Source: an optimization exercise on an open RTL-to-GDS flow (aim: a short achievable clock period and few clock cycles per item). Production flows keep margins and buffers that such runs may drop.
In this exercise RTL edits were held to simulation tests only and were not proved equivalent to the original.
Power is estimated from default activity; no workload was simulated.

==> design/flow/design.v <==
`timescale 1ns / 1ps
module multiplier(
    input wire CLK,
    input wire[31:0] A,
    input wire[31:0] B,
    output wire[63:0] P
    );
    integer i;
    reg[63:0] buffer[0:5];
    wire[63:0] res = A * B;
    always @(posedge CLK) begin
        buffer[5] <= res;
        for(i=0; i<5; i=i+1) begin
            buffer[i] <= buffer[i+1];
        end
    end
    assign P = buffer[0];
endmodule
module divider(
    input wire aclk,
    input wire s_axis_dividend_tvalid,
    input wire[31:0] s_axis_dividend_tdata,
    input wire s_axis_divisor_tvalid,
    input wire[31:0] s_axis_divisor_tdata,
    output wire m_axis_dout_tvalid,
    output wire[63:0] m_axis_dout_tdata
    );
    integer i;
    reg[63:0] buffer[0:22];
    reg valid[0:22];
    wire[31:0] quo = (s_axis_divisor_tdata == 32'd0) ? 32'hFFFF_FFFF :
                     s_axis_dividend_tdata / s_axis_divisor_tdata;
    wire[31:0] rem = (s_axis_divisor_tdata == 32'd0) ? s_axis_dividend_tdata :
                     s_axis_dividend_tdata % s_axis_divisor_tdata;
    wire[63:0] res = {quo, rem};
    always @(posedge aclk) begin
        buffer[22] <= res;
        valid[22] <= s_axis_dividend_tvalid & s_axis_divisor_tvalid;
        for(i=0; i<22; i=i+1) begin
            buffer[i] <= buffer[i+1];
            valid[i] <= valid[i+1];
        end
    end
    assign m_axis_dout_tvalid = valid[0];
    assign m_axis_dout_tdata = buffer[0];
endmodule
`timescale 1ns / 1ps
module add_32(    input [31:0] a, 
				  input [31:0] b, 
				  output [31:0]c
    );
    assign c=a+b;
endmodule
`timescale 1ns / 1ps
module MUX2T1_32(input[31:0]I0,
				 input[31:0]I1,
				 input s,
				 output[31:0]o
    );
    assign o = s ? I1 : I0;
endmodule
`timescale 1ns / 1ps
module MUX8T1_32(
    input [2:0]s,
    input [31:0]I0, I1, I2, I3, I4, I5, I6, I7, 
    output [31:0]o
    );
    wire s0 = s == 3'b000;
    wire s1 = s == 3'b001;
    wire s2 = s == 3'b010;
    wire s3 = s == 3'b011;
    wire s4 = s == 3'b100;
    wire s5 = s == 3'b101;
    wire s6 = s == 3'b110;
    wire s7 = s == 3'b111;
    assign o  = {32{s0}} & I0 |
                {32{s1}} & I1 |
                {32{s2}} & I2 |
                {32{s3}} & I3 |
                {32{s4}} & I4 |
                {32{s5}} & I5 |
                {32{s6}} & I6 |
                {32{s7}} & I7;
endmodule
`timescale 1ns / 1ps
module cmp_32(  input [31:0] a,
                input [31:0] b,
                input [2:0] ctrl,
                output c
    );
    localparam cmp_EQ  = 3'b001;
    localparam cmp_NE  = 3'b010;
    localparam cmp_LT  = 3'b011;
    localparam cmp_LTU = 3'b100;
    localparam cmp_GE  = 3'b101;
    localparam cmp_GEU = 3'b110;
    wire res_EQ  = a == b;
    wire res_NE  = ~res_EQ;
    wire res_LT  = (a[31] & ~b[31]) || (~(a[31] ^ b[31]) && a < b);
    wire res_LTU = a < b;
    wire res_GE  = ~res_LT;
    wire res_GEU = ~res_LTU;
    wire EQ  = ctrl == cmp_EQ ; 
    wire NE  = ctrl == cmp_NE ; 
    wire LT  = ctrl == cmp_LT ; 
    wire LTU = ctrl == cmp_LTU;
    wire GE  = ctrl == cmp_GE ; 
    wire GEU = ctrl == cmp_GEU;
    assign c = EQ  & res_EQ  |
               NE  & res_NE  |
               LT  & res_LT  |
               LTU & res_LTU |
               GE  & res_GE  |
               GEU & res_GEU ;
endmodule
`timescale 1ns / 1ps
module REG32(
                    input clk,
					input rst,
					input CE,
					input [31:0]D,
					output reg[31:0]Q
					);
	always @(posedge clk or posedge rst)
		if (rst)  Q <= 32'h00000000;
		else if (CE) Q <= D;
endmodule
`timescale 1ns / 1ps
module    REG_ID(input clk,                                       
                    input rst,
                    input EN,                                        
                    input flush,                                     
                    input [31:0] PCOUT,                              
                    input [31:0] IR,                                 
                    output reg[31:0] IR_ID,                          
                    output reg[31:0] PCurrent_ID,                    
                    output reg valid
                );
    always @(posedge clk or posedge rst) begin
        if(rst) begin
            IR_ID <= 32'h00000013;                             
            PCurrent_ID <= 32'h00000000;                      
            valid <= 0;
        end
        else if(flush) begin
            PCurrent_ID <= PCOUT;                        
            IR_ID <= 32'h00000013;               
            valid <= 0;
        end
        else if(EN)begin
            IR_ID <= IR;                        
            PCurrent_ID <= PCOUT;              
            valid <= 1;
        end
    end
endmodule
`timescale 1ns / 1ps
module ImmGen(
            input  wire [2:0] ImmSel,
            input  wire [31:0] inst_field,
            output[31:0] Imm_out
    );
    parameter Imm_type_I = 3'b001;
    parameter Imm_type_B = 3'b010;
    parameter Imm_type_J = 3'b011;
    parameter Imm_type_S = 3'b100;
    parameter Imm_type_U = 3'b101;
    wire I = ImmSel == Imm_type_I;
    wire B = ImmSel == Imm_type_B;
    wire J = ImmSel == Imm_type_J;
    wire S = ImmSel == Imm_type_S;
    wire U = ImmSel == Imm_type_U;
    wire[31:0] Imm_I = {{20{inst_field[31]}}, inst_field[31:20]};
    wire[31:0] Imm_B = {{20{inst_field[31]}}, inst_field[7], inst_field[30:25], inst_field[11:8], 1'b0};
    wire[31:0] Imm_J = {{12{inst_field[31]}}, inst_field[19:12], inst_field[20], inst_field[30:21],1'b0};
    wire[31:0] Imm_S = {{20{inst_field[31]}}, inst_field[31:25], inst_field[11:7]};
    wire[31:0] Imm_U = {inst_field[31:12], 12'b0};
    assign Imm_out = {32{I}} & Imm_I |
                     {32{B}} & Imm_B |
                     {32{J}} & Imm_J |
                     {32{S}} & Imm_S |
                     {32{U}} & Imm_U ;
endmodule
`timescale 1ns / 1ps
module     Regs(input clk,
				input rst,
				input [4:0] R_addr_A, 
				input [4:0] R_addr_B, 
				input [4:0] Wt_addr, 
				input [31:0]Wt_data, 
				input L_S, 
				output [31:0] rdata_A, 
				output [31:0] rdata_B,
				input [4:0] Debug_addr,          
				output[31:0] Debug_regs         
			  );
reg [31:0] register [1:31]; 				 
integer i;
	assign rdata_A = (R_addr_A == 0)? 0 : register[R_addr_A]; 	  
	assign rdata_B = (R_addr_B == 0)? 0 : register[R_addr_B];     
	always @(negedge clk or posedge rst) 
      begin
		if (rst) 	 begin 			 
		    for (i=1; i<32; i=i+1)
		    register[i] <= 0;	 
		end 
		else begin
		     if ((Wt_addr != 0) && (L_S == 1)) 	 
		     register[Wt_addr] <= Wt_data;
		end
	end
    assign Debug_regs = (Debug_addr == 0) ? 0 : register[Debug_addr];                
endmodule
`timescale 1ns / 1ps
module FU_ALU(
    input clk, EN,
    input[3:0] ALUControl,
    input[31:0] ALUA, ALUB,
    output[31:0] res,
    output zero, overflow
);
    reg state;
    reg[3:0] Control;
    reg[31:0] A, B;
    reg[31:0] res_reg;
    wire[31:0] res_wire;
    always@(posedge clk) begin  
        if(EN) begin  
            Control <= ALUControl;  
            A <= ALUA;  
            B <= ALUB;
            state <= 1;  
        end
        else state <= 0;
        res_reg <= res_wire;
    end
    localparam ALU_ADD  = 4'b0001;
    localparam ALU_SUB  = 4'b0010;
    localparam ALU_AND  = 4'b0011;
    localparam ALU_OR   = 4'b0100;
    localparam ALU_XOR  = 4'b0101;
    localparam ALU_SLL  = 4'b0110;
    localparam ALU_SRL  = 4'b0111;
    localparam ALU_SLT  = 4'b1000;
    localparam ALU_SLTU = 4'b1001;
    localparam ALU_SRA  = 4'b1010;
    localparam ALU_Ap4  = 4'b1011;
    localparam ALU_Bout = 4'b1100;
    wire[4:0] shamt = B[4:0];  
    wire[32:0] res_subu = {1'b0,A} - {1'b0,B};
    wire[31:0] res_ADD  = A + B;
    wire[31:0] res_SUB  = A - B;
    wire[31:0] res_AND  = A & B;
    wire[31:0] res_OR   = A | B;
    wire[31:0] res_XOR  = A ^ B;
    wire[31:0] res_SLL  = A << shamt;
    wire[31:0] res_SRL  = A >> shamt;
    wire add_of = A[31] & B[31] & ~res_ADD[31] |  
                  ~A[31] & ~B[31] & res_ADD[31];  
    wire sub_of = ~A[31] & B[31] & res_SUB[31] |  
                  A[31] & ~B[31] & ~res_SUB[31];  
    wire[31:0] res_SLT  = {31'b0, res_SUB[31] ^ sub_of};
    wire[31:0] res_SLTU = {31'b0, res_subu[32]};
    wire[31:0] res_SRA  = {{32{A[31]}}, A} >> shamt;
    wire[31:0] res_Ap4  = A + 4;
    wire[31:0] res_Bout = B;
    wire ADD  = Control == ALU_ADD ;
    wire SUB  = Control == ALU_SUB ;
    wire AND  = Control == ALU_AND ;
    wire OR   = Control == ALU_OR  ;
    wire XOR  = Control == ALU_XOR ;
    wire SLL  = Control == ALU_SLL ;
    wire SRL  = Control == ALU_SRL ;
    wire SLT  = Control == ALU_SLT ;
    wire SLTU = Control == ALU_SLTU;
    wire SRA  = Control == ALU_SRA ;
    wire Ap4  = Control == ALU_Ap4 ;
    wire Bout = Control == ALU_Bout;
    assign zero = ~|res_wire;
    assign overflow = (Control == ALU_ADD && add_of) | 
                    (Control == ALU_SUB && sub_of);
    assign res_wire = {32{ADD }} & res_ADD  |
                 {32{SUB }} & res_SUB  |
                 {32{AND }} & res_AND  |
                 {32{OR  }} & res_OR   |
                 {32{XOR }} & res_XOR  |
                 {32{SLL }} & res_SLL  |
                 {32{SRL }} & res_SRL  |
                 {32{SLT }} & res_SLT  |
                 {32{SLTU}} & res_SLTU |
                 {32{SRA }} & res_SRA  |
                 {32{Ap4 }} & res_Ap4  |
                 {32{Bout}} & res_Bout ;
    assign res = res_reg;
endmodule
`timescale 1ns / 1ps
module FU_mem(
    input clk, EN, mem_w,
    input[2:0] bhw,
    input[31:0] rs1_data, rs2_data, imm,
    output[31:0] mem_data,
    output dmem_en,
    output dmem_we,
    output[31:0] dmem_addr,
    output[31:0] dmem_wdata,
    input[31:0] dmem_rdata
);
    reg state;
    reg mem_w_reg;
    reg[2:0] bhw_reg;
    reg[31:0] rs1_data_reg, rs2_data_reg, imm_reg,addr;
    reg [31:0] mem_data_reg;
    reg access;
    always@(posedge clk) begin
        if(EN & ~|state) begin  
            mem_w_reg <= mem_w;
            bhw_reg <= bhw;
            rs1_data_reg <= rs1_data;
            rs2_data_reg <= rs2_data;
            imm_reg <= imm;
            state <= 1'b1;
        end
        else begin
            addr <= rs1_data_reg + imm_reg;
            state <= 1'b0;
        end
        access <= state;
        mem_data_reg <= (access & ~mem_w_reg) ? dmem_rdata : 32'b0;
    end
    assign dmem_en = access;
    assign dmem_we = access & mem_w_reg;
    assign dmem_addr = addr;
    assign dmem_wdata = rs2_data_reg;
    assign mem_data = mem_data_reg;
endmodule
`timescale 1ns / 1ps
module FU_mul(
    input clk, EN,
    input[31:0] A, B,
    output[31:0] res
);
    reg[6:0] state;  
    reg[31:0] A_reg, B_reg;
    always@(posedge clk) begin
        if(EN) begin  
            A_reg <= A;
            B_reg <= B;
            state <= 7'b1000000;  
        end
        else state <= {1'b0, {state[6:1]}}; 
    end
    wire [63:0] mulres;
    multiplier mul(.CLK(clk),.A(A_reg),.B(B_reg),.P(mulres));
    assign res = mulres[31:0];  
endmodule
`timescale 1ns / 1ps
module FU_div(
    input clk, EN,
    input[31:0] A, B,
    output[31:0] res
);
    wire res_valid;
    wire[63:0] divres;
    reg [23:0] state;  
    reg A_valid, B_valid;
    reg[31:0] A_reg, B_reg;
    always@(posedge clk) begin
        if(EN) begin  
            A_reg <= A;
            B_reg <= B;
            A_valid <= 1'b1;
            B_valid <= 1'b1;
            state <= 24'b1 << 23;  
        end
        else if(res_valid) begin
            A_valid <= 0;
            B_valid <= 0;
            state <= 0;
        end
        else state <= {1'b0, {state[23:1]}};
    end
    divider div(.aclk(clk),
        .s_axis_dividend_tvalid(A_valid),
        .s_axis_dividend_tdata(A_reg),
        .s_axis_divisor_tvalid(B_valid), 
        .s_axis_divisor_tdata(B_reg),
        .m_axis_dout_tvalid(res_valid), 
        .m_axis_dout_tdata(divres)
    );
    assign res = divres[63:32];  
endmodule
`timescale 1ns / 1ps
module FU_jump(
	input clk, EN, JALR,
	input[2:0] cmp_ctrl,
	input[31:0] rs1_data, rs2_data, imm, PC,
	output[31:0] PC_jump, PC_wb,
	output cmp_res
);
    reg state; 
	reg JALR_reg;
	reg[2:0] cmp_ctrl_reg;
	reg[31:0] rs1_data_reg, rs2_data_reg, imm_reg, PC_reg;
	always@(posedge clk) begin
        if(EN & ~state) begin
            JALR_reg <= JALR;
            cmp_ctrl_reg <= cmp_ctrl;
            rs1_data_reg <= rs1_data;
            rs2_data_reg <= rs2_data;
            imm_reg <= imm;
            PC_reg <= PC;
            state <= 1;
        end
        else state <= 0;
    end
    cmp_32 cmp(.a(rs1_data_reg), .b(rs2_data_reg), .ctrl(cmp_ctrl_reg), .c(cmp_res));
    add_32 add(.a(JALR_reg? rs1_data_reg : PC_reg), .b(imm_reg), .c(PC_jump)); 
    add_32 add2(.a(PC_reg), .b(32'h4), .c(PC_wb));
endmodule
`timescale 1ns / 1ps
module CtrlUnit(
    input clk,
    input rst,
    input[31:0] inst,
    input valid_ID,
    input cmp_res_FU,
    output reg_IF_en, branch_ctrl,
    output reg_ID_en, reg_ID_flush,
    output[2:0] ImmSel,
    output ALU_en, MEM_en, MUL_en, DIV_en, JUMP_en,
    output[3:0] JUMP_op,
    output[3:0] ALU_op,
    output ALUSrcA,
    output ALUSrcB,
    output MEM_we,
    output reg[2:0] write_sel,
    output reg[4:0] rd_ctrl,
    output reg reg_write
);
    wire[6:0] funct7 = inst[31:25];
    wire[2:0] funct3 = inst[14:12];
    wire[6:0] opcode = inst[6:0];
    wire[4:0] rd = inst[11:7];
    wire[4:0] rs1 = inst[19:15];
    wire[4:0] rs2 = inst[24:20];
    wire Rop = opcode == 7'b0110011;
    wire Iop = opcode == 7'b0010011;
    wire Bop = opcode == 7'b1100011;
    wire Lop = opcode == 7'b0000011;
    wire Sop = opcode == 7'b0100011;
    wire funct7_0  = funct7 == 7'h0;
    wire funct7_1  = funct7 == 7'h1;
    wire funct7_32 = funct7 == 7'h20;
    wire funct3_0 = funct3 == 3'h0;
    wire funct3_1 = funct3 == 3'h1;
    wire funct3_2 = funct3 == 3'h2;
    wire funct3_3 = funct3 == 3'h3;
    wire funct3_4 = funct3 == 3'h4;
    wire funct3_5 = funct3 == 3'h5;
    wire funct3_6 = funct3 == 3'h6;
    wire funct3_7 = funct3 == 3'h7;
    wire ADD  = Rop & funct3_0 & funct7_0;
    wire SUB  = Rop & funct3_0 & funct7_32;
    wire SLL  = Rop & funct3_1 & funct7_0;
    wire SLT  = Rop & funct3_2 & funct7_0;
    wire SLTU = Rop & funct3_3 & funct7_0;
    wire XOR  = Rop & funct3_4 & funct7_0;
    wire SRL  = Rop & funct3_5 & funct7_0;
    wire SRA  = Rop & funct3_5 & funct7_32;
    wire OR   = Rop & funct3_6 & funct7_0;
    wire AND  = Rop & funct3_7 & funct7_0;
    wire MUL    = Rop & funct3_0 & funct7_1;
    wire MULH   = Rop & funct3_1 & funct7_1;
    wire MULHSU = Rop & funct3_2 & funct7_1;
    wire MULHU  = Rop & funct3_3 & funct7_1;
    wire DIV    = Rop & funct3_4 & funct7_1;
    wire DIVU   = Rop & funct3_5 & funct7_1;
    wire REM    = Rop & funct3_6 & funct7_1;
    wire REMU    = Rop & funct3_7 & funct7_1;
    wire ADDI  = Iop & funct3_0;	
    wire SLTI  = Iop & funct3_2;
    wire SLTIU = Iop & funct3_3;
    wire XORI  = Iop & funct3_4;
    wire ORI   = Iop & funct3_6;
    wire ANDI  = Iop & funct3_7;
    wire SLLI  = Iop & funct3_1 & funct7_0;
    wire SRLI  = Iop & funct3_5 & funct7_0;
    wire SRAI  = Iop & funct3_5 & funct7_32;
    wire BEQ = Bop & funct3_0;
    wire BNE = Bop & funct3_1;
    wire BLT = Bop & funct3_4;
    wire BGE = Bop & funct3_5;
    wire BLTU = Bop & funct3_6;
    wire BGEU = Bop & funct3_7;
    wire LB =  Lop & funct3_0;
    wire LH =  Lop & funct3_1;
    wire LW =  Lop & funct3_2;
    wire LBU = Lop & funct3_4;
    wire LHU = Lop & funct3_5;
    wire SB = Sop & funct3_0;
    wire SH = Sop & funct3_1;
    wire SW = Sop & funct3_2;
    wire LUI   = opcode == 7'b0110111;
    wire AUIPC = opcode == 7'b0010111;
    wire JAL  =  opcode == 7'b1101111;
    wire JALR = (opcode == 7'b1100111) && funct3_0;
    wire R_valid = AND | OR | ADD | XOR | SLL | SRL | SRA | SUB | SLT | SLTU 
        | MUL | MULH | MULHSU | MULHU | DIV | DIVU | REM | REMU;
    wire I_valid = ANDI | ORI | ADDI | XORI | SLLI | SRLI | SRAI | SLTI | SLTIU;
    wire B_valid = BEQ | BNE | BLT | BGE | BLTU | BGEU;
    wire L_valid = LW | LH | LB | LHU | LBU;
    wire S_valid = SW | SH | SB;
    wire rd_used = R_valid | I_valid | JAL | JALR | L_valid | LUI | AUIPC;
    wire use_ALU = AND | OR | ADD | XOR | SLL | SRL | SRA | SUB | SLT | SLTU
        | I_valid | LUI | AUIPC;
    wire use_MEM = L_valid | S_valid;
    wire use_MUL = MUL | MULH | MULHSU | MULHU;
    wire use_DIV = DIV | DIVU | REM | REMU;
    wire use_JUMP = B_valid | JAL | JALR;
    wire[2:0] use_FU =  {3{use_ALU}}  & 3'd1 |
                        {3{use_MEM}}  & 3'd2 |
                        {3{use_MUL}}  & 3'd3 |
                        {3{use_DIV}}  & 3'd4 |
                        {3{use_JUMP}} & 3'd5 ;
    reg B_in_FU, J_in_FU;  
    reg[5:0] FU_status;  
    reg[2:0] reservation_reg [0:31];  
    reg[4:0] FU_write_to [5:0];  
    reg[5:0] FU_writeback_en;  
    reg[4:0] FU_delay_cycles [5:0];  
    reg reg_ID_flush_next;
    integer i;
    wire [4:0] latency [5:0];
    assign latency[1] = reservation_reg[0] == 3'd1 ? 0 :
                 reservation_reg[1] == 3'd1 ? 1 :
                 reservation_reg[2] == 3'd1 ? 2 :
                 reservation_reg[3] == 3'd1 ? 3 :
                 reservation_reg[4] == 3'd1 ? 4 :
                 reservation_reg[5] == 3'd1 ? 5 :
                 reservation_reg[6] == 3'd1 ? 6 :
                 reservation_reg[7] == 3'd1 ? 7 :
                 reservation_reg[8] == 3'd1 ? 8 :
                 reservation_reg[9] == 3'd1 ? 9 :
                 reservation_reg[10] == 3'd1 ? 10 :
                 reservation_reg[11] == 3'd1 ? 11 :
                 reservation_reg[12] == 3'd1 ? 12 :
                 reservation_reg[13] == 3'd1 ? 13 :
                 reservation_reg[14] == 3'd1 ? 14 :
                 reservation_reg[15] == 3'd1 ? 15 :
                 reservation_reg[16] == 3'd1 ? 16 :
                 reservation_reg[17] == 3'd1 ? 17 :
                 reservation_reg[18] == 3'd1 ? 18 :
                 reservation_reg[19] == 3'd1 ? 19 :
                 reservation_reg[20] == 3'd1 ? 20 :
                 reservation_reg[21] == 3'd1 ? 21 :
                 reservation_reg[22] == 3'd1 ? 22 :
                 reservation_reg[23] == 3'd1 ? 23 :
                 reservation_reg[24] == 3'd1 ? 24 :
                 reservation_reg[25] == 3'd1 ? 25 :
                 reservation_reg[26] == 3'd1 ? 26 :
                 reservation_reg[27] == 3'd1 ? 27 :
                 reservation_reg[28] == 3'd1 ? 28 :
                 reservation_reg[29] == 3'd1 ? 29 :
                 reservation_reg[30] == 3'd1 ? 30 :
                 reservation_reg[31] == 3'd1 ? 31 : 0;
    assign latency[2] = reservation_reg[0] == 3'd2 ? 0 :
                 reservation_reg[1] == 3'd2 ? 1 :
                 reservation_reg[2] == 3'd2 ? 2 :
                 reservation_reg[3] == 3'd2 ? 3 :
                 reservation_reg[4] == 3'd2 ? 4 :
                 reservation_reg[5] == 3'd2 ? 5 :
                 reservation_reg[6] == 3'd2 ? 6 :
                 reservation_reg[7] == 3'd2 ? 7 :
                 reservation_reg[8] == 3'd2 ? 8 :
                 reservation_reg[9] == 3'd2 ? 9 :
                 reservation_reg[10] == 3'd2 ? 10 :
                 reservation_reg[11] == 3'd2 ? 11 :
                 reservation_reg[12] == 3'd2 ? 12 :
                 reservation_reg[13] == 3'd2 ? 13 :
                 reservation_reg[14] == 3'd2 ? 14 :
                 reservation_reg[15] == 3'd2 ? 15 :
                 reservation_reg[16] == 3'd2 ? 16 :
                 reservation_reg[17] == 3'd2 ? 17 :
                 reservation_reg[18] == 3'd2 ? 18 :
                 reservation_reg[19] == 3'd2 ? 19 :
                 reservation_reg[20] == 3'd2 ? 20 :
                 reservation_reg[21] == 3'd2 ? 21 :
                 reservation_reg[22] == 3'd2 ? 22 :
                 reservation_reg[23] == 3'd2 ? 23 :
                 reservation_reg[24] == 3'd2 ? 24 :
                 reservation_reg[25] == 3'd2 ? 25 :
                 reservation_reg[26] == 3'd2 ? 26 :
                 reservation_reg[27] == 3'd2 ? 27 :
                 reservation_reg[28] == 3'd2 ? 28 :
                 reservation_reg[29] == 3'd2 ? 29 :
                 reservation_reg[30] == 3'd2 ? 30 :
                 reservation_reg[31] == 3'd2 ? 31 : 0;
    assign latency[3] = reservation_reg[0] == 3'd3 ? 0 :
                 reservation_reg[1] == 3'd3 ? 1 :
                 reservation_reg[2] == 3'd3 ? 2 :
                 reservation_reg[3] == 3'd3 ? 3 :
                 reservation_reg[4] == 3'd3 ? 4 :
                 reservation_reg[5] == 3'd3 ? 5 :
                 reservation_reg[6] == 3'd3 ? 6 :
                 reservation_reg[7] == 3'd3 ? 7 :
                 reservation_reg[8] == 3'd3 ? 8 :
                 reservation_reg[9] == 3'd3 ? 9 :
                 reservation_reg[10] == 3'd3 ? 10 :
                 reservation_reg[11] == 3'd3 ? 11 :
                 reservation_reg[12] == 3'd3 ? 12 :
                 reservation_reg[13] == 3'd3 ? 13 :
                 reservation_reg[14] == 3'd3 ? 14 :
                 reservation_reg[15] == 3'd3 ? 15 :
                 reservation_reg[16] == 3'd3 ? 16 :
                 reservation_reg[17] == 3'd3 ? 17 :
                 reservation_reg[18] == 3'd3 ? 18 :
                 reservation_reg[19] == 3'd3 ? 19 :
                 reservation_reg[20] == 3'd3 ? 20 :
                 reservation_reg[21] == 3'd3 ? 21 :
                 reservation_reg[22] == 3'd3 ? 22 :
                 reservation_reg[23] == 3'd3 ? 23 :
                 reservation_reg[24] == 3'd3 ? 24 :
                 reservation_reg[25] == 3'd3 ? 25 :
                 reservation_reg[26] == 3'd3 ? 26 :
                 reservation_reg[27] == 3'd3 ? 27 :
                 reservation_reg[28] == 3'd3 ? 28 :
                 reservation_reg[29] == 3'd3 ? 29 :
                 reservation_reg[30] == 3'd3 ? 30 :
                 reservation_reg[31] == 3'd3 ? 31 : 0;
    assign latency[4] = reservation_reg[0] == 3'd4 ? 0 :
                 reservation_reg[1] == 3'd4 ? 1 :
                 reservation_reg[2] == 3'd4 ? 2 :
                 reservation_reg[3] == 3'd4 ? 3 :
                 reservation_reg[4] == 3'd4 ? 4 :
                 reservation_reg[5] == 3'd4 ? 5 :
                 reservation_reg[6] == 3'd4 ? 6 :
                 reservation_reg[7] == 3'd4 ? 7 :
                 reservation_reg[8] == 3'd4 ? 8 :
                 reservation_reg[9] == 3'd4 ? 9 :
                 reservation_reg[10] == 3'd4 ? 10 :
                 reservation_reg[11] == 3'd4 ? 11 :
                 reservation_reg[12] == 3'd4 ? 12 :
                 reservation_reg[13] == 3'd4 ? 13 :
                 reservation_reg[14] == 3'd4 ? 14 :
                 reservation_reg[15] == 3'd4 ? 15 :
                 reservation_reg[16] == 3'd4 ? 16 :
                 reservation_reg[17] == 3'd4 ? 17 :
                 reservation_reg[18] == 3'd4 ? 18 :
                 reservation_reg[19] == 3'd4 ? 19 :
                 reservation_reg[20] == 3'd4 ? 20 :
                 reservation_reg[21] == 3'd4 ? 21 :
                 reservation_reg[22] == 3'd4 ? 22 :
                 reservation_reg[23] == 3'd4 ? 23 :
                 reservation_reg[24] == 3'd4 ? 24 :
                 reservation_reg[25] == 3'd4 ? 25 :
                 reservation_reg[26] == 3'd4 ? 26 :
                 reservation_reg[27] == 3'd4 ? 27 :
                 reservation_reg[28] == 3'd4 ? 28 :
                 reservation_reg[29] == 3'd4 ? 29 :
                 reservation_reg[30] == 3'd4 ? 30 :
                 reservation_reg[31] == 3'd4 ? 31 : 0;
    assign latency[5] = reservation_reg[0] == 3'd5 ? 0 :
                 reservation_reg[1] == 3'd5 ? 1 :
                 reservation_reg[2] == 3'd5 ? 2 :
                 reservation_reg[3] == 3'd5 ? 3 :
                 reservation_reg[4] == 3'd5 ? 4 :
                 reservation_reg[5] == 3'd5 ? 5 :
                 reservation_reg[6] == 3'd5 ? 6 :
                 reservation_reg[7] == 3'd5 ? 7 :
                 reservation_reg[8] == 3'd5 ? 8 :
                 reservation_reg[9] == 3'd5 ? 9 :
                 reservation_reg[10] == 3'd5 ? 10 :
                 reservation_reg[11] == 3'd5 ? 11 :
                 reservation_reg[12] == 3'd5 ? 12 :
                 reservation_reg[13] == 3'd5 ? 13 :
                 reservation_reg[14] == 3'd5 ? 14 :
                 reservation_reg[15] == 3'd5 ? 15 :
                 reservation_reg[16] == 3'd5 ? 16 :
                 reservation_reg[17] == 3'd5 ? 17 :
                 reservation_reg[18] == 3'd5 ? 18 :
                 reservation_reg[19] == 3'd5 ? 19 :
                 reservation_reg[20] == 3'd5 ? 20 :
                 reservation_reg[21] == 3'd5 ? 21 :
                 reservation_reg[22] == 3'd5 ? 22 :
                 reservation_reg[23] == 3'd5 ? 23 :
                 reservation_reg[24] == 3'd5 ? 24 :
                 reservation_reg[25] == 3'd5 ? 25 :
                 reservation_reg[26] == 3'd5 ? 26 :
                 reservation_reg[27] == 3'd5 ? 27 :
                 reservation_reg[28] == 3'd5 ? 28 :
                 reservation_reg[29] == 3'd5 ? 29 :
                 reservation_reg[30] == 3'd5 ? 30 :
                 reservation_reg[31] == 3'd5 ? 31 : 0;
    wire WAW = (FU_status[1] & rd != 5'b0 & rd_used & rd == FU_write_to[1] & FU_delay_cycles[use_FU] < latency[1])|
               (FU_status[2] & rd != 5'b0 & rd_used & rd == FU_write_to[2] & FU_delay_cycles[use_FU] < latency[2])|
               (FU_status[3] & rd != 5'b0 & rd_used & rd == FU_write_to[3] & FU_delay_cycles[use_FU] < latency[3])|
               (FU_status[4] & rd != 5'b0 & rd_used & rd == FU_write_to[4] & FU_delay_cycles[use_FU] < latency[4])|
               (FU_status[5] & rd != 5'b0 & rd_used & rd == FU_write_to[5] & FU_delay_cycles[use_FU] < latency[5]);
    wire RAW_rs1 = (FU_status[1] & rs1 != 5'b0 & rs1 == FU_write_to[1])| 
                   (FU_status[2] & rs1 != 5'b0 & rs1 == FU_write_to[2])|
                   (FU_status[3] & rs1 != 5'b0 & rs1 == FU_write_to[3])|
                   (FU_status[4] & rs1 != 5'b0 & rs1 == FU_write_to[4])|
                   (FU_status[5] & rs1 != 5'b0 & rs1 == FU_write_to[5]);
    wire RAW_rs2 = (FU_status[1] & rs2 != 5'b0 & rs2 == FU_write_to[1])|
                   (FU_status[2] & rs2 != 5'b0 & rs2 == FU_write_to[2])|
                   (FU_status[3] & rs2 != 5'b0 & rs2 == FU_write_to[3])|
                   (FU_status[4] & rs2 != 5'b0 & rs2 == FU_write_to[4])|
                   (FU_status[5] & rs2 != 5'b0 & rs2 == FU_write_to[5]);
    wire WB_structure_hazard = |reservation_reg[(FU_delay_cycles[use_FU])];
    wire FU_structure_hazard = FU_status[use_FU] & (reservation_reg[0]!=use_FU);
    wire FU_hazard = WAW|RAW_rs1|RAW_rs2|WB_structure_hazard|FU_structure_hazard;
    always @(posedge clk or posedge rst) begin
        if(rst) begin
            B_in_FU <= 0;
            J_in_FU <= 0;
            FU_status <= 6'b0;
            FU_writeback_en <= 6'b0;
            for (i=0; i<32; i=i+1)
                reservation_reg[i] <= 0;
            for (i=0; i<6; i=i+1)
                FU_write_to[i] <= 0;
            FU_delay_cycles[1] <= 5'd1;          
            FU_delay_cycles[2] <= 5'd2;          
            FU_delay_cycles[3] <= 5'd7;          
            FU_delay_cycles[4] <= 5'd24;         
            FU_delay_cycles[5] <= 5'd2;          
            reg_write <= 0;
            rd_ctrl <= 0;
            write_sel <= 0;
        end
        else begin  
            reg_write <= FU_writeback_en[reservation_reg[0]];
            rd_ctrl <= FU_write_to[reservation_reg[0]];
            write_sel <= reservation_reg[0];
            if (reservation_reg[0] != 0) begin   
                FU_writeback_en[reservation_reg[0]] <= 1'b0;  
                FU_status[reservation_reg[0]] <= 1'b0;  
                FU_write_to[reservation_reg[0]] <= 5'b0;  
            end
            if (use_FU == 3'b0 | reg_ID_flush_next | FU_hazard  | reg_ID_flush) begin
                for (i=0; i<31; i=i+1)
                    reservation_reg[i] <= reservation_reg[i+1];
                reservation_reg[31] <= 32'b0;
                B_in_FU <= 0;
                J_in_FU <= 0;
            end
            else if(valid_ID) begin   
                for (i=0; i<31; i=i+1)
                    reservation_reg[i] <= reservation_reg[i+1];
                reservation_reg[31] <= 32'b0;
                FU_status[use_FU] <= 1'b1;  
                reservation_reg[FU_delay_cycles[use_FU]-1] <= use_FU;  
                if(rd_used)begin
                    FU_write_to[use_FU] <= rd;
                    FU_writeback_en[use_FU] <= 1'b1;
                end
                B_in_FU <= B_valid;
                J_in_FU <= JAL | JALR;
            end
        end
    end
    assign reg_IF_en = ~FU_hazard | branch_ctrl;
    assign reg_ID_en = reg_IF_en;
    assign branch_ctrl = (B_in_FU & cmp_res_FU) |  J_in_FU;
    always @ (posedge clk or posedge rst) begin
        if (rst) begin
            reg_ID_flush_next <= 0;
        end
        else begin
            reg_ID_flush_next <= branch_ctrl;
        end
    end
    assign reg_ID_flush = branch_ctrl;
    localparam Imm_type_I = 3'b001;
    localparam Imm_type_B = 3'b010;
    localparam Imm_type_J = 3'b011;
    localparam Imm_type_S = 3'b100;
    localparam Imm_type_U = 3'b101;
    assign ImmSel = {3{JALR | L_valid | I_valid}} & Imm_type_I |
                    {3{B_valid}}                  & Imm_type_B |
                    {3{JAL}}                      & Imm_type_J |
                    {3{S_valid}}                  & Imm_type_S |
                    {3{LUI | AUIPC}}              & Imm_type_U ;
    assign ALU_en = reg_IF_en & use_ALU & valid_ID & ~reg_ID_flush;
    assign MEM_en = reg_IF_en & use_MEM & valid_ID & ~reg_ID_flush;
    assign MUL_en = reg_IF_en & use_MUL & valid_ID & ~reg_ID_flush;
    assign DIV_en = reg_IF_en & use_DIV & valid_ID & ~reg_ID_flush;
    assign JUMP_en = reg_IF_en & use_JUMP & valid_ID & ~reg_ID_flush;
    localparam JUMP_BEQ  = 4'b0_001;
    localparam JUMP_BNE  = 4'b0_010;
    localparam JUMP_BLT  = 4'b0_011;
    localparam JUMP_BGE  = 4'b0_101;
    localparam JUMP_BLTU = 4'b0_100;
    localparam JUMP_BGEU = 4'b0_110;
    localparam JUMP_JAL  = 4'b0_000;
    localparam JUMP_JALR = 4'b1_000;
    assign JUMP_op ={4{BEQ}}  & JUMP_BEQ  |
                    {4{BNE}}  & JUMP_BNE  |
                    {4{BLT}}  & JUMP_BLT  |
                    {4{BGE}}  & JUMP_BGE  |
                    {4{BLTU}} & JUMP_BLTU |
                    {4{BGEU}} & JUMP_BGEU |
                    {4{JAL}}  & JUMP_JAL  |
                    {4{JALR}} & JUMP_JALR ;
    localparam ALU_ADD  = 4'b0001;
    localparam ALU_SUB  = 4'b0010;
    localparam ALU_AND  = 4'b0011;
    localparam ALU_OR   = 4'b0100;
    localparam ALU_XOR  = 4'b0101;
    localparam ALU_SLL  = 4'b0110;
    localparam ALU_SRL  = 4'b0111;
    localparam ALU_SLT  = 4'b1000;
    localparam ALU_SLTU = 4'b1001;
    localparam ALU_SRA  = 4'b1010;
    localparam ALU_Ap4  = 4'b1011;
    localparam ALU_Bout = 4'b1100;
    assign ALU_op = {4{ADD | ADDI | AUIPC}} & ALU_ADD  |
                    {4{SUB}}                & ALU_SUB  |
                    {4{AND | ANDI}}         & ALU_AND  |
                    {4{OR | ORI}}           & ALU_OR   |
                    {4{XOR | XORI}}         & ALU_XOR  |
                    {4{SLL | SLLI}}         & ALU_SLL  |
                    {4{SRL | SRLI}}         & ALU_SRL  |
                    {4{SLT | SLTI}}         & ALU_SLT  |
                    {4{SLTU | SLTIU}}       & ALU_SLTU |
                    {4{SRA | SRAI}}         & ALU_SRA  |
                    {4{LUI}}                & ALU_Bout ;
    assign ALUSrcA = AUIPC;
    assign ALUSrcB = I_valid | LUI | AUIPC;
    assign MEM_we = S_valid;
endmodule
`timescale 1ns / 1ps
module  RV32core(
        input clk,   
        input rst,   
        output[31:0] imem_addr,
        input[31:0] imem_data,
        output dmem_en,
        output dmem_we,
        output[31:0] dmem_addr,
        output[31:0] dmem_wdata,
        input[31:0] dmem_rdata,
        output wb_en,
        output[4:0] wb_rd,
        output[31:0] wb_data
    );
    wire debug_clk = clk;
    wire[4:0] debug_addr = 5'b0;
    wire[31:0] debug_regs;
        wire [31:0] PC_IF, next_PC_IF, PC_4_IF, inst_IF;
        REG32 REG_PC(.clk(debug_clk),.rst(rst),.CE(reg_IF_EN),.D(next_PC_IF),.Q(PC_IF));
        add_32 add_IF(.a(PC_IF),.b(32'd4),.c(PC_4_IF));
        MUX2T1_32 mux_IF(.I0(PC_4_IF),.I1(PC_jump_FU),.s(branch_ctrl),.o(next_PC_IF));
        assign imem_addr = PC_IF;
        assign inst_IF = imem_data;
    wire valid_ID;
    wire[31:0]inst_ID, PC_ID, Imm_out_ID, rs1_data_ID, rs2_data_ID, ALUA_ID, ALUB_ID;
    REG_ID reg_ID(.clk(debug_clk),.rst(rst),.EN(reg_ID_EN),
        .flush(reg_ID_flush),.PCOUT(PC_IF),.IR(inst_IF),
        .IR_ID(inst_ID),.PCurrent_ID(PC_ID),.valid(valid_ID));
            wire reg_IF_EN, reg_ID_EN, reg_ID_flush, FU_ALU_EN, FU_mem_EN, FU_mul_EN, FU_div_EN, FU_jump_EN;
            wire RegWrite_ctrl, ALUSrcA_ctrl, ALUSrcB_ctrl, mem_w_ctrl, branch_ctrl;
            wire[2:0] ImmSel_ctrl, DatatoReg_ctrl;
            wire[3:0] ALUControl_ctrl, Jump_ctrl;
            wire[4:0] rd_ctrl;
            CtrlUnit ctrl(
                .clk(debug_clk),
                .rst(rst),
                .inst(inst_ID),
                .valid_ID(valid_ID),
                .cmp_res_FU(cmp_res_FU),
                .reg_IF_en(reg_IF_EN),
                .branch_ctrl(branch_ctrl),
                .reg_ID_en(reg_ID_EN),
                .reg_ID_flush(reg_ID_flush),
                .ImmSel(ImmSel_ctrl),
                .ALU_en(FU_ALU_EN),
                .MEM_en(FU_mem_EN),
                .MUL_en(FU_mul_EN),
                .DIV_en(FU_div_EN),
                .JUMP_en(FU_jump_EN),
                .JUMP_op(Jump_ctrl),
                .ALU_op(ALUControl_ctrl),
                .MEM_we(mem_w_ctrl),
                .ALUSrcA(ALUSrcA_ctrl),
                .ALUSrcB(ALUSrcB_ctrl),
                .write_sel(DatatoReg_ctrl),
                .reg_write(RegWrite_ctrl),
                .rd_ctrl(rd_ctrl));
        ImmGen imm_gen(.ImmSel(ImmSel_ctrl), .inst_field(inst_ID), .Imm_out(Imm_out_ID));
        Regs register(
            .clk(debug_clk),.rst(rst),
            .R_addr_A(inst_ID[19:15]),.rdata_A(rs1_data_ID),
            .R_addr_B(inst_ID[24:20]),.rdata_B(rs2_data_ID),
            .L_S(RegWrite_ctrl),.Wt_addr(rd_ctrl),.Wt_data(wt_data_WB),
            .Debug_addr(debug_addr[4:0]),.Debug_regs(debug_regs));
        MUX2T1_32 mux_imm_ALU_ID_A(.I0(rs1_data_ID),.I1(PC_ID),.s(ALUSrcA_ctrl),.o(ALUA_ID));       
        MUX2T1_32 mux_imm_ALU_ID_B(.I0(rs2_data_ID),.I1(Imm_out_ID),.s(ALUSrcB_ctrl),.o(ALUB_ID));  
    wire cmp_res_FU;
    wire[31:0]ALUout_FU, mem_data_FU, mulres_FU, divres_FU, PC_jump_FU, PC_wb_FU;
    FU_ALU alu(.clk(debug_clk),.EN(FU_ALU_EN),
        .ALUControl(ALUControl_ctrl),.ALUA(ALUA_ID),.ALUB(ALUB_ID),.res(ALUout_FU),
        .zero(),.overflow());
    FU_mem mem(.clk(debug_clk),.EN(FU_mem_EN),
        .mem_w(mem_w_ctrl),.bhw(inst_ID[14:12]),.rs1_data(rs1_data_ID),.rs2_data(rs2_data_ID),
        .imm(Imm_out_ID),.mem_data(mem_data_FU),
        .dmem_en(dmem_en),.dmem_we(dmem_we),.dmem_addr(dmem_addr),
        .dmem_wdata(dmem_wdata),.dmem_rdata(dmem_rdata));
    FU_mul mu(.clk(debug_clk),.EN(FU_mul_EN),
        .A(rs1_data_ID),.B(rs2_data_ID),.res(mulres_FU));
    FU_div du(.clk(debug_clk),.EN(FU_div_EN),
        .A(rs1_data_ID),.B(rs2_data_ID),.res(divres_FU));
    FU_jump ju(.clk(debug_clk),.EN(FU_jump_EN),
        .JALR(Jump_ctrl[3]),.cmp_ctrl(Jump_ctrl[2:0]),.rs1_data(rs1_data_ID),.rs2_data(rs2_data_ID),
        .imm(Imm_out_ID),.PC(PC_ID),.PC_jump(PC_jump_FU),.PC_wb(PC_wb_FU),.cmp_res(cmp_res_FU));
    wire[31:0]ALUout_WB, mem_data_WB, mulres_WB, divres_WB, PC_wb_WB, wt_data_WB;
        MUX8T1_32 mux_DtR(
        .s(DatatoReg_ctrl),
        .I0(32'h0000_0000),
        .I1(ALUout_FU),
        .I2(mem_data_FU),
        .I3(mulres_FU),
        .I4(divres_FU),
        .I5(PC_wb_FU),
        .I6(32'h0000_0000),
        .I7(32'h0000_0000),
        .o(wt_data_WB));
    assign wb_en = RegWrite_ctrl;
    assign wb_rd = rd_ctrl;
    assign wb_data = wt_data_WB;
endmodule
==> design/flow/run.sh <==
#!/bin/bash
# synth_recipe.tcl (not shown) runs the flow's synth.tcl, then flattens the netlist and writes it again
# the make line also repeats each setting of config.mk as NAME=value (left out here)
make -C /OpenROAD-flow-scripts/flow DESIGN_CONFIG=/design/flow/config.mk WORK_HOME=/design/flow/orfs CLKGATE_MAP_FILE= SYNTH_SCRIPT=/design/flow/synth_recipe.tcl finish
==> design/flow/config.mk <==
export PLATFORM = sky130hd
export DESIGN_NAME = RV32core
export DESIGN_NICKNAME = RV32core
export VERILOG_FILES = /design/flow/design.v
export SDC_FILE = /design/flow/constraint.sdc
export NUM_CORES = 4
export LEC_CHECK = 0
export CAP_MARGIN = 20
export CORE_MARGIN = 2
export CORE_UTILIZATION = 30
export PLACE_DENSITY = 0.5
export SLEW_MARGIN = 20
==> design/flow/constraint.sdc <==
create_clock -name core_clock -period 100.0 [get_ports {clk}]
set_input_delay 20.0000 -clock core_clock [delete_from_list [all_inputs] [get_ports {clk}]]
set_output_delay 20.0000 -clock core_clock [all_outputs]
set_load 0.01 [all_outputs]
==> summary.txt <==
## synth_stat cells (310+ instances only)
| library cell | instances |
|---|---|
| xnor2_1 | 416 |
| nand2_1 | 1783 |
| ha_1 | 883 |
| clkbuf_1 | 883 |
| nand3_1 | 310 |
| a22oi_1 | 416 |
| a21oi_1 | 1320 |
| nor2_1 | 1480 |
| edfxtp_1 | 457 |
| inv_1 | 885 |
| o21ai_0 | 1037 |
| dfxtp_1 | 995 |
| dfrtn_1 | 992 |
| fa_1 | 412 |
## stage by stage
stage / util (%) / cell area [um2] / hold slack [ps] / std cells
floorplan: - / 154700 / 309.6 / 16620
global placement: 32.26 / 165600 / 309.8 / 22950
detailed placement: 32.28 / 165700 / 312.1 / 22950
CTS: 34.24 / 175700 / 294.1 / 23490
global route: 34.27 / 175900 / 305.0 / 23520
finish: 34.31 / 176100 / 299.2 / 23600
## report_power, final
| part | switching [uW] | leakage (uW) | internal [uW] |
|---|---|---|---|
| registers | 26.3 | 0.0296 | 1130 |
| clock network | 490 | 0.00493 | 659 |
| logic | 186 | 0.0409 | 56.7 |
| total | 701 | 0.0754 | 1850 |
## how the worst max path moves through the flow
stage	from	end	slack, ps	cells after the start
after floorplan	rst	register.register[10][0]$_DFFE_NP0P_	13330	1
after global placement	du.B_reg[31]$_DFFE_PP_	du.div.buffer[22][32]$_SDFF_PN1_	15520	315
after detailed placement	du.B_reg[31]$_DFFE_PP_	du.div.buffer[22][32]$_SDFF_PN1_	14330	310
after CTS	du.B_reg[31]$_DFFE_PP_	du.div.buffer[22][32]$_SDFF_PN1_	14020	310
after global routing	du.B_reg[31]$_DFFE_PP_	du.div.buffer[22][32]$_SDFF_PN1_	7440	313
final	du.B_reg[31]$_DFFE_PP_	du.div.buffer[22][32]$_SDFF_PN1_	12870	310
## critical path: cells and delay by family, from the launching register on
kind,cells,cell delay [ps]
AOI/OAI and AO/OA,180,50520
DFF,1,520
and+or+nand+nor,69,18510
adders and majority gates,31,9850
muxes,6,2170
buffers and inverters,24,5060
## layout make-up
cell class	instances	area (um2)
well taps	6757	8454
inverters	892	3354
clock inverters	133	1618
repair buffers	570	4937
flip-flops and latches	2691	64650
clock buffers	405	8422
fillers	52610	337200
diodes	104	260.3
multi-input cells	12040	84400
## cells by family after synthesis
kind of cell | count (synthesis)
flip-flops | 2691
buffers and inverters | 1885
AO/OA/AOI/OAI | 4674
AND/OR/NAND/NOR | 5048
multiplexers | 382
XOR/XNOR | 645
adder cells (fa/ha/maj) | 1295
## layer usage
metal  vias up  global-route usage (%)  wire [um]
met1     66680                   36.76     305500
li1      59110                       -          -
met2      7389                   37.56     291500
met5         -                       0        163
met3      1501                   7.079      77010
met4        24                   12.45      37990
==> flow_metrics.tcl <==
set metrics [dict create \
    synth_compound_area_share_pct 19.75 \
    synthArstFlopShare_pct 46.04 \
    grt_pass1_wl_mm 990.7 \
    antenna_found_initial 91 \
    yosys_warnings 23 \
    synth_edf_count 457 \
    p_leak_uw 0.07543 \
    pin_count 202 \
    crit_fanout 42 \
    synth_top_family_by_area "compound AO/OA/AOI/OAI gates" \
    hold_buffers 0 \
    worst-endpoint-required_ps 100850 \
    peakVddDrop_v 0.00001220 \
    layout_min_cycle_time_ps 87130 \
    grt_max_degree 155 \
    r2r_end "du.div.buffer[22][32]$_SDFF_PN1_" \
    critPathMaxStageDelay_ps 810 \
    slew_viol_final 0 \
    synth_seq_cells 2691 \
    cts_max_level 5 \
    yosysSeqAreaShare_pct 41.78 \
    reg2reg_from "du.B_reg[31]$_DFFE_PP_" \
    synth_area_leaders "dfrtn_1 16%, dfxtp_1 13%, edfxtp_1 8.9%" \
    largestRegisters "register.register: 992 flops, du.div.buffer: 736 flops, mu.mul.buffer: 192 flops" \
    holdPathStages 0 \
    final_antenna_net_count 0 \
    die_area_mm2 0.5215 \
    vias 134700 \
    clock_sinks 2691 \
    crit_slowest_cell "o21ai_0" \
    setup-violations-final 0 \
    syn_inst 16620 \
    cp-end-kind "register" \
    final_common_cell "nand2_1" \
    core_mm2 0.5133 \
    final_nets 17860 \
    synthAdderAreaFrac_pct 12.47 \
    synthDistinctLibCells 120 \
    syn_area_per_cell_um2 9.310 \
    rsz0062_at_grt "no" \
    fp.dieH_um 722.2 \
    syn-cell-area_mm2 0.1547 \
    numCtsBuffers 298 \
    vias_per_cell 5.709 \
    synth-xor-area-share_pct 3.651 \
    io_buffers 201 \
    num_rows 263 \
    cts_resized 0 \
    cp.arrival_ps 87980 \
    synth_nets 17980 \
    grt_util_all_layers_pct 26.35 \
    cts-root-buf "clkbuf_16" \
    fin_total_pwr_uw 2548 \
    worstSetupPathType "register to register" \
    wire_per_inst_um 30.18 \
    initialDrtViolationCount 18460 \
    holdCritPathClass "register to register" \
    clock_skew_ps 138.5 \
    path_clk_slew_ps 70 \
    dp_hpwl_mm 494.6 \
    status "complete, no violations" \
    tightest_slew_ps 1360 \
    hold_start "du.div.buffer[15][57]$_DFF_P_" \
    post-cts-setup-buffer-count 0 \
    regMostFlops "register.register" \
    fmax_mhz 11.48 \
    grt_overflow_total 0 \
    start_util_pct 30.14 \
    clkLatencyLatePin_ps 1000 \
    synth_top_area_share_pct 16.04 \
    drive_above_1_share_pct 8.921 \
    first_pass_iters 7 \
    synth_top_area_cell "dfrtn_1" \
    post-route-worst-setup-slack_ps 12870 \
    startpoint_type "register" \
    cts_max_path_buffers 4 \
    layout_common_cells "1774 x nand2_1, 1405 x nor2_1, 1234 x a21oi_1" \
    cts_tree "done" \
    area_growth_pct 13.81 \
    grt_pass1_vias 127400 \
    fp.dieW_um 722.2 \
    slew_headroom_pct 8.671 \
    period_share_pct 87.13 \
    muxShareOfSynthArea_pct 2.736 \
    synth-simple-area-share_pct 14.99 \
    pwr_density_cell_mw_per_mm2 14.47 \
    wl_mm 712.1 \
    gp_congestion 0.9738 \
    maxCapViolCount 0 \
    ys.flop_type "dfxtp_1" \
    cpMostUsedCell "a21oi_1" \
    min_to "du.div.buffer[14][57]$_DFF_P_" \
    hold_viol 0 \
    post-route-drc-count 0 \
    preCtsSetupSlack_ps 14330 \
    reg2reg_slack_ps 12870 \
    largest_register_ffs 992 \
    tns_ps 0 \
    reg2regPathDepth 310 \
]
Testbench counts, summed over its fixed seeds: cycles 86,881, instrs 35,431.
